What follows belongs to an exercise in optimizing a design on an open flow for small area and few clock cycles; a production flow would make more cautious choices.
At most, simulation tests tie the RTL to the original design; equivalence was not proved.
Power and IR drop assume default switching activity.

Setup of JK:
==> flow/design.v (excerpt) <==
module riscv (  input   logic                       clk, reset,
                input   logic [31:0]          mem_i_rd,
                input   logic [31:0]       mem_d_rd,
                output  logic                       mem_d_we,
                output  logic [3:0]      mem_d_wmask,
                output  logic [31:0]       mem_d_a,
                output  logic [31:0]       mem_d_wd,
                output  logic [31:0]     mem_i_ra);
For scale: roughly 3600 cells after synthesis, roughly 1000 flip-flops, about 51000 sq um of cells after synthesis.
==> flow/config.mk <==
export PLATFORM = sky130hd
export DESIGN_NAME = riscv
export DESIGN_NICKNAME = riscv
export VERILOG_FILES = /design/flow/design.v
export SDC_FILE = /design/flow/constraint.sdc
export NUM_CORES = 4
export LEC_CHECK = 0
export CAP_MARGIN = 20
export CORE_MARGIN = 2
export CORE_UTILIZATION = 40
export SLEW_MARGIN = 20
export SYNTH_HIERARCHICAL = 1
export SYNTH_MINIMUM_KEEP_SIZE = 0
==> flow/constraint.sdc <==
create_clock -name core_clock -period 10.0 [get_ports {clk}]
set_input_delay 2.0000 -clock core_clock [delete_from_list [all_inputs] [get_ports {clk}]]
set_output_delay 2.0000 -clock core_clock [all_outputs]
set_load 0.01 [all_outputs]
standard.sh (not shown) runs the stock make flow with config.mk's settings and CLKGATE_MAP_FILE= SYNTH_SCRIPT=/design/flow/synth_recipe.tcl, a recipe that flattens the netlist after the stock synthesis.
==> flow/flow/run.sh <==
#!/bin/bash
# Layout flow: the standard ORFS flow (standard.sh), with two changes:
# the ports are buffered with buf_2 instead of the slower clkdlybuf4s50_1,
# and clock tree synthesis adds no dummy loads.
set -euo pipefail
export BUFFER_PORTS_ARGS="-buffer_cell sky130_fd_sc_hd__buf_2"
export CTS_ARGS="-sink_clustering_enable -repair_clock_nets -dont_use_dummy_load"
bash standard.sh finish > make_finish.log 2>&1
Testbench counts of JK, summed over its fixed seeds: cycles 20,768.
Modified inputs, MS compared to JK
==> flow/flow/run.sh <==
#!/bin/bash
# Layout flow: the standard ORFS flow (standard.sh), with these changes:
# the ports are buffered with buf_2 instead of the slower clkdlybuf4s50_1,
# and clock tree synthesis uses larger sink clusters and adds no dummy loads.
set -euo pipefail
export BUFFER_PORTS_ARGS="-buffer_cell sky130_fd_sc_hd__buf_2"
export CTS_ARGS="-sink_clustering_enable -repair_clock_nets -dont_use_dummy_load -sink_clustering_size 20 -sink_clustering_max_diameter 80"
bash standard.sh finish > make_finish.log 2>&1
--- outcome ---
Compared with JK, the detailed router inserted fewer vias in MS.
When the final numbers for JK and MS were put side by side, the layout overhead on the synthesized area turned out to be smaller in MS.
Comparing JK against MS, there is no change at all in synthesized area.
Sequential share of layout area is lower on JK
Clock skew: MS vs JK up 0.049 ns
JK and MS ended up with nearly the same met1 usage in global routing.

* * *

Setup of main:
The RTL this note starts from:
==> flow/design.v <==
module alu(input  logic [31:0] a, b,
           input  logic [2:0]  f3,
           input  logic        sub,      
           input  logic        arith,    
           input  logic        addonly,  
           output logic [31:0] sum,      
           output logic        eq, lt, ltu,
           output logic [31:0] y);
    logic [32:0] s33;
    logic [31:0] bx, shin, shr, shl;
    logic        fill;
    assign bx  = b ^ {32{sub}};
    assign s33 = {1'b0, a} + {1'b0, bx} + {32'd0, sub};
    assign sum = s33[31:0];
    assign eq  = (sum == 32'd0);
    assign ltu = ~s33[32];
    assign lt  = (a[31] ^ b[31]) ? a[31] : sum[31];
    always_comb
        for (int i = 0; i < 32; i++) shin[i] = f3[2] ? a[i] : a[31-i];
    assign fill = arith & a[31];
    assign shr  = 32'($signed({fill, shin}) >>> b[4:0]);
    always_comb
        for (int i = 0; i < 32; i++) shl[i] = shr[31-i];
    always_comb
        if (addonly) y = sum;
        else
            case (f3)
                3'b000:  y = sum;
                3'b001:  y = shl;
                3'b010:  y = {31'd0, lt};
                3'b011:  y = {31'd0, ltu};
                3'b100:  y = a ^ b;
                3'b101:  y = shr;
                3'b110:  y = a | b;
                default: y = a & b;
            endcase
endmodule
module rf_read_bit(input  logic [30:0] d,
                   input  logic [30:0] sel,
                   output logic        y);
    assign y = |(d & sel);
endmodule
module register_file(input  logic        clk,
                     input  logic        we,
                     input  logic [4:0]  ra1, ra2, wa,
                     input  logic [31:0] wd,
                     output logic [31:0] rd1, rd2);
    logic [31:0] rf [1:31];
    always_ff @(posedge clk)
        if (we && wa != 5'd0) rf[wa] <= wd;
    logic [30:0] sel1, sel2;
    always_comb
        for (int i = 1; i < 32; i++) begin
            sel1[i-1] = (ra1 == 5'(i));
            sel2[i-1] = (ra2 == 5'(i));
        end
    for (genvar b = 0; b < 32; b++) begin : g_bit
        logic [30:0] col;
        for (genvar i = 1; i < 32; i++) begin : g_col
            assign col[i-1] = rf[i][b];
        end
        rf_read_bit p1 (.d(col), .sel(sel1), .y(rd1[b]));
        rf_read_bit p2 (.d(col), .sel(sel2), .y(rd2[b]));
    end
endmodule
module riscv (  input   logic                       clk, reset,
                input   logic [31:0]          mem_i_rd,
                input   logic [31:0]       mem_d_rd,
                output  logic                       mem_d_we,
                output  logic [3:0]      mem_d_wmask,
                output  logic [31:0]       mem_d_a,
                output  logic [31:0]       mem_d_wd,
                output  logic [31:0]     mem_i_ra);
    logic [31:2] pc;
    logic [31:0] ins;
    assign mem_i_ra = {pc, 2'b00};
    assign ins = mem_i_rd;
    logic [4:0] opc;
    logic [2:0] f3;
    logic is_lui, is_auipc, is_jal, is_jalr, is_br, is_load, is_store, is_opimm, is_op;
    assign opc = ins[6:2];
    assign f3  = ins[14:12];
    assign is_lui   = (opc == 5'b01101);
    assign is_auipc = (opc == 5'b00101);
    assign is_jal   = (opc == 5'b11011);
    assign is_jalr  = (opc == 5'b11001);
    assign is_br    = (opc == 5'b11000);
    assign is_load  = (opc == 5'b00000);
    assign is_store = (opc == 5'b01000);
    assign is_opimm = (opc == 5'b00100);
    assign is_op    = (opc == 5'b01100);
    logic [31:0] imm_i, imm_s, imm_b, imm_u, imm_j;
    assign imm_i = {{20{ins[31]}}, ins[31:20]};
    assign imm_s = {{20{ins[31]}}, ins[31:25], ins[11:7]};
    assign imm_b = {{19{ins[31]}}, ins[31], ins[7], ins[30:25], ins[11:8], 1'b0};
    assign imm_u = {ins[31:12], 12'd0};
    assign imm_j = {{11{ins[31]}}, ins[31], ins[19:12], ins[20], ins[30:21], 1'b0};
    logic        rf_we;
    logic [31:0] rs1v, rs2v, wdata;
    assign rf_we = is_lui | is_auipc | is_jal | is_jalr | is_load | is_opimm | is_op;
    register_file rf (.clk(clk), .we(rf_we),
                      .ra1(ins[19:15]), .ra2(ins[24:20]), .wa(ins[11:7]),
                      .wd(wdata), .rd1(rs1v), .rd2(rs2v));
    logic [31:0] alu_b, sum, alu_y;
    logic        sub, eq, lt, ltu;
    assign alu_b = (is_op | is_br) ? rs2v : (is_store ? imm_s : imm_i);
    assign sub   = is_br | ((is_op | is_opimm) & (f3[2:1] == 2'b01))
                 | (is_op & ins[30] & (f3 == 3'b000));
    alu alu (.a(rs1v), .b(alu_b), .f3(f3), .sub(sub),
             .arith(ins[30]), .addonly(~(is_op | is_opimm)),
             .sum(sum), .eq(eq), .lt(lt), .ltu(ltu), .y(alu_y));
    logic cond, taken;
    always_comb
        case (f3[2:1])
            2'b00:   cond = eq;
            2'b10:   cond = lt;
            default: cond = ltu;
        endcase
    assign taken = is_jal | is_jalr | (is_br & (cond ^ f3[0]));
    logic [31:0] tgt, pc_imm;
    assign pc_imm = is_br ? imm_b : (is_jal ? imm_j : imm_u);
    assign tgt    = (is_lui ? 32'd0 : {pc, 2'b00}) + pc_imm;
    logic [31:2] pc4;
    assign pc4 = pc + 30'd1;
    assign mem_d_a  = sum;
    assign mem_d_we = is_store;
    always_comb begin
        case (f3[1:0])
            2'b00:   mem_d_wmask = 4'b0001 << sum[1:0];
            2'b01:   mem_d_wmask = sum[1] ? 4'b1100 : 4'b0011;
            default: mem_d_wmask = 4'b1111;
        endcase
        case (f3[1:0])
            2'b00:   mem_d_wd = {4{rs2v[7:0]}};
            2'b01:   mem_d_wd = {2{rs2v[15:0]}};
            default: mem_d_wd = rs2v;
        endcase
    end
    logic [15:0] rd16;
    logic [7:0]  rd8;
    logic [31:0] ld;
    assign rd16 = sum[1] ? mem_d_rd[31:16] : mem_d_rd[15:0];
    assign rd8  = sum[0] ? rd16[15:8] : rd16[7:0];
    always_comb
        case (f3[1:0])
            2'b00:   ld = {{24{rd8[7] & ~f3[2]}}, rd8};
            2'b01:   ld = {{16{rd16[15] & ~f3[2]}}, rd16};
            default: ld = mem_d_rd;
        endcase
    always_comb
        if (is_load)                wdata = ld;
        else if (is_jal | is_jalr)  wdata = {pc4, 2'b00};
        else if (is_lui | is_auipc) wdata = tgt;
        else                        wdata = alu_y;
    always_ff @(posedge clk or posedge reset)
        if (reset)
            pc <= 30'h80;    
        else if (taken)
            pc <= is_jalr ? sum[31:2] : tgt[31:2];
        else
            pc <= pc4;
endmodule
Settings: LEC_CHECK=0, CAP_MARGIN=20, CORE_MARGIN=2, CORE_UTILIZATION=40, CTS_BUF_LIST=sky130_fd_sc_hd__clkbuf_8, GPL_TIMING_DRIVEN=0, SETUP_SLACK_MARGIN=0.2, SLEW_MARGIN=20, SYNTH_HIERARCHICAL=1, SYNTH_MINIMUM_KEEP_SIZE=0; clock period 10.0 ns.
run.sh (not shown) runs the stock make flow with config.mk's settings and CLKGATE_MAP_FILE= SYNTH_SCRIPT=/design/flow/synth_recipe.tcl, a recipe that flattens the netlist after the stock synthesis.
Stock flow here: none of the scripts above is used.
The final report for main shows a completed flow and a layout that fails verification, specifically negative setup slack.
What the feature branch does differently from main at the input level:
# main
export LEC_CHECK = 0
export CAP_MARGIN = 20
export CORE_MARGIN = 2
export CORE_UTILIZATION = 40
export CTS_BUF_LIST = sky130_fd_sc_hd__clkbuf_8
export GPL_TIMING_DRIVEN = 0
export SETUP_SLACK_MARGIN = 0.2
export SLEW_MARGIN = 20
export SYNTH_HIERARCHICAL = 1
export SYNTH_MINIMUM_KEEP_SIZE = 0
create_clock -name core_clock -period 10.0 [get_ports {clk}]
# the feature branch
export LEC_CHECK = 0
export CAP_MARGIN = 20
export CORE_MARGIN = 2
export CORE_UTILIZATION = 40
export SLEW_MARGIN = 20
export SYNTH_HIERARCHICAL = 1
export SYNTH_MINIMUM_KEEP_SIZE = 0
create_clock -name core_clock -period 10.0 [get_ports {clk}]
==> flow/flow/run.sh (new file) <==
#!/bin/bash
# Layout flow: the standard ORFS flow (standard.sh), with two changes:
# the ports are buffered with buf_2 instead of the slower clkdlybuf4s50_1,
# and clock tree synthesis adds no dummy loads.
set -euo pipefail
export BUFFER_PORTS_ARGS="-buffer_cell sky130_fd_sc_hd__buf_2"
export CTS_ARGS="-sink_clustering_enable -repair_clock_nets -dont_use_dummy_load"
bash standard.sh finish > make_finish.log 2>&1
==> flow/standard.sh (new file) <==
#!/bin/bash
# synth_recipe.tcl (not shown) runs the flow's synth.tcl, then flattens the netlist and writes it again
# the make line also repeats each setting of config.mk as NAME=value (left out here)
make -C /OpenROAD-flow-scripts/flow DESIGN_CONFIG=/design/flow/config.mk WORK_HOME=/design/flow/orfs CLKGATE_MAP_FILE= SYNTH_SCRIPT=/design/flow/synth_recipe.tcl "${@:-finish}"
removed: flow/run.sh
## What came out
Out of the feature branch and main, the only run to close with the timing, design-rule and antenna checks passing was the feature branch. Compared with main, the feature branch shows final-layout fill cell count that has gone up by a few percent. In the tables for the feature branch and main, post-route worst setup slack reads lower with main. Of the feature branch and main, the lower area overhead of the layout relative to synthesis belongs to the feature branch. Min share of total power in sequential cells across the feature branch and main: main. In the feature branch the maximum clock frequency turned out about 1% higher than in main. Total power ends up lower on the feature branch. Relative to main, transition time at the pin with the least slew margin decreased by 0.021 ns in the feature branch.
Function was not checked in any run of this note: the RTL went through the layout flow alone.

* * *

riscv, a different RTL version from the one above (not shown whole).
Size in the first run: ~3,100 cells after synthesis, ~1,000 flip-flops, roughly 170 I/O pins.
// riscv
module riscv (  input   logic                       clk, reset,
                input   logic [31:0]          mem_i_rd,
                input   logic [31:0]       mem_d_rd,
                output  logic                       mem_d_we,
                output  logic [3:0]      mem_d_wmask,
                output  logic [31:0]       mem_d_a,
                output  logic [31:0]       mem_d_wd,
                output  logic [31:0]     mem_i_ra);
    logic [31:2] pc, pc4;
    inc30 pc_inc (.a(pc), .y(pc4));
    logic [31:0] ins;
    assign mem_i_ra = {pc, 2'b00};
    assign ins = mem_i_rd;
    logic [4:0] opc;
    logic [2:0] f3;
    logic is_lui, is_auipc, is_jal, is_jalr, is_br, is_load, is_store, is_opimm, is_op;
    assign opc = ins[6:2];
    assign f3  = ins[14:12];
    assign is_lui   = (opc == 5'b01101);
    assign is_auipc = (opc == 5'b00101);
    assign is_jal   = (opc == 5'b11011);
    assign is_jalr  = (opc == 5'b11001);
    assign is_br    = (opc == 5'b11000);
    assign is_load  = (opc == 5'b00000);
    assign is_store = (opc == 5'b01000);
    assign is_opimm = (opc == 5'b00100);
    assign is_op    = (opc == 5'b01100);
    logic [31:0] imm_i, imm_s, imm_b, imm_u, imm_j;
    assign imm_i = {{20{ins[31]}}, ins[31:20]};
    assign imm_s = {{20{ins[31]}}, ins[31:25], ins[11:7]};
    assign imm_b = {{19{ins[31]}}, ins[31], ins[7], ins[30:25], ins[11:8], 1'b0};
    assign imm_u = {ins[31:12], 12'd0};
    assign imm_j = {{11{ins[31]}}, ins[31], ins[19:12], ins[20], ins[30:21], 1'b0};
    logic        rf_we;
    logic [31:0] rs1v, rs2v, wdata;
    assign rf_we = is_lui | is_auipc | is_jal | is_jalr | is_load | is_opimm | is_op;
  ...
Settings: LEC_CHECK=0, CAP_MARGIN=20, CORE_MARGIN=2, CORE_UTILIZATION=40, PLACE_DENSITY=0.7, SLEW_MARGIN=20, SYNTH_HIERARCHICAL=1, SYNTH_MINIMUM_KEEP_SIZE=0; clock period 10.0 ns.
standard.sh (not shown) runs the stock make flow with config.mk's settings and CLKGATE_MAP_FILE= SYNTH_SCRIPT=/design/flow/synth_recipe.tcl, a recipe that flattens the netlist after the stock synthesis.
==> flow/flow/run.sh <==
#!/bin/bash
# Layout flow: the standard ORFS flow (standard.sh), with these changes:
# the ports are buffered with buf_2 instead of the slower clkdlybuf4s50_1,
# and clock tree synthesis uses clkbuf_8 sink buffers with small sink clusters
# and adds no dummy loads.
set -euo pipefail
export BUFFER_PORTS_ARGS="-buffer_cell sky130_fd_sc_hd__buf_2"
export CTS_ARGS="-sink_clustering_enable -repair_clock_nets -dont_use_dummy_load -buf_list sky130_fd_sc_hd__clkbuf_8 -sink_clustering_size 15 -sink_clustering_max_diameter 60"
bash standard.sh finish > make_finish.log 2>&1
Testbench counts at the start, summed over its fixed seeds: cycles 20,768.
Edit:
Settings changed: PLACE_DENSITY 0.7 to not set.
Area after synthesis is unchanged.
Cell area rises by 0.41%.
Worst setup slack got worse by 130 ps.
Via count falls by 0.82%.
Global-route usage rises by 0.82 points.
Hold slack improved by 11 ps.
Synthesized cell count is unchanged.
Cell count rises by 0.31%.

## static timing again, ports no longer ideal
The flow's constraints put no driver on any port. The routed layouts listed below were extracted and timed again, unchanged, in two steps.
Step 1, drivers: a clkbuf_16 drives clk and a buf_2 each remaining input, both assumed.
Step 2 adds t to the input delays and takes it off the output delays; t is the mean of the earliest and latest rising clock arrival at the registers after step 1. Input paths then give back, and output paths get back, about the clock's delay inside the block.
a / b / c = ideal ports / drivers / drivers and shift; a / b = the first two.
run	t, ns	slack for setup (ns)	worst hold slack (ns)
JK	0.754	0.166 / 0.132 / 0.132	0.674 / 0.674 / 0.674
MS	0.765	0.170 / 0.136 / 0.136	0.673 / 0.673 / 0.673
main	0.954	-0.013 / -0.046 / -0.628	0.604 / 0.604 / 0.604
the feature branch	0.774	0.090 / 0.063 / 0.063	0.618 / 0.618 / 0.618
the first run of note 3	0.810	0.292 / 0.261 / 0.261	0.714 / 0.714 / 0.714
the second run of note 3	0.828	0.158 / 0.135 / 0.135	0.725 / 0.725 / 0.725
The setup slack of main, which loses most, moves by -0.033 ns with the drivers and by -0.615 ns with both steps.
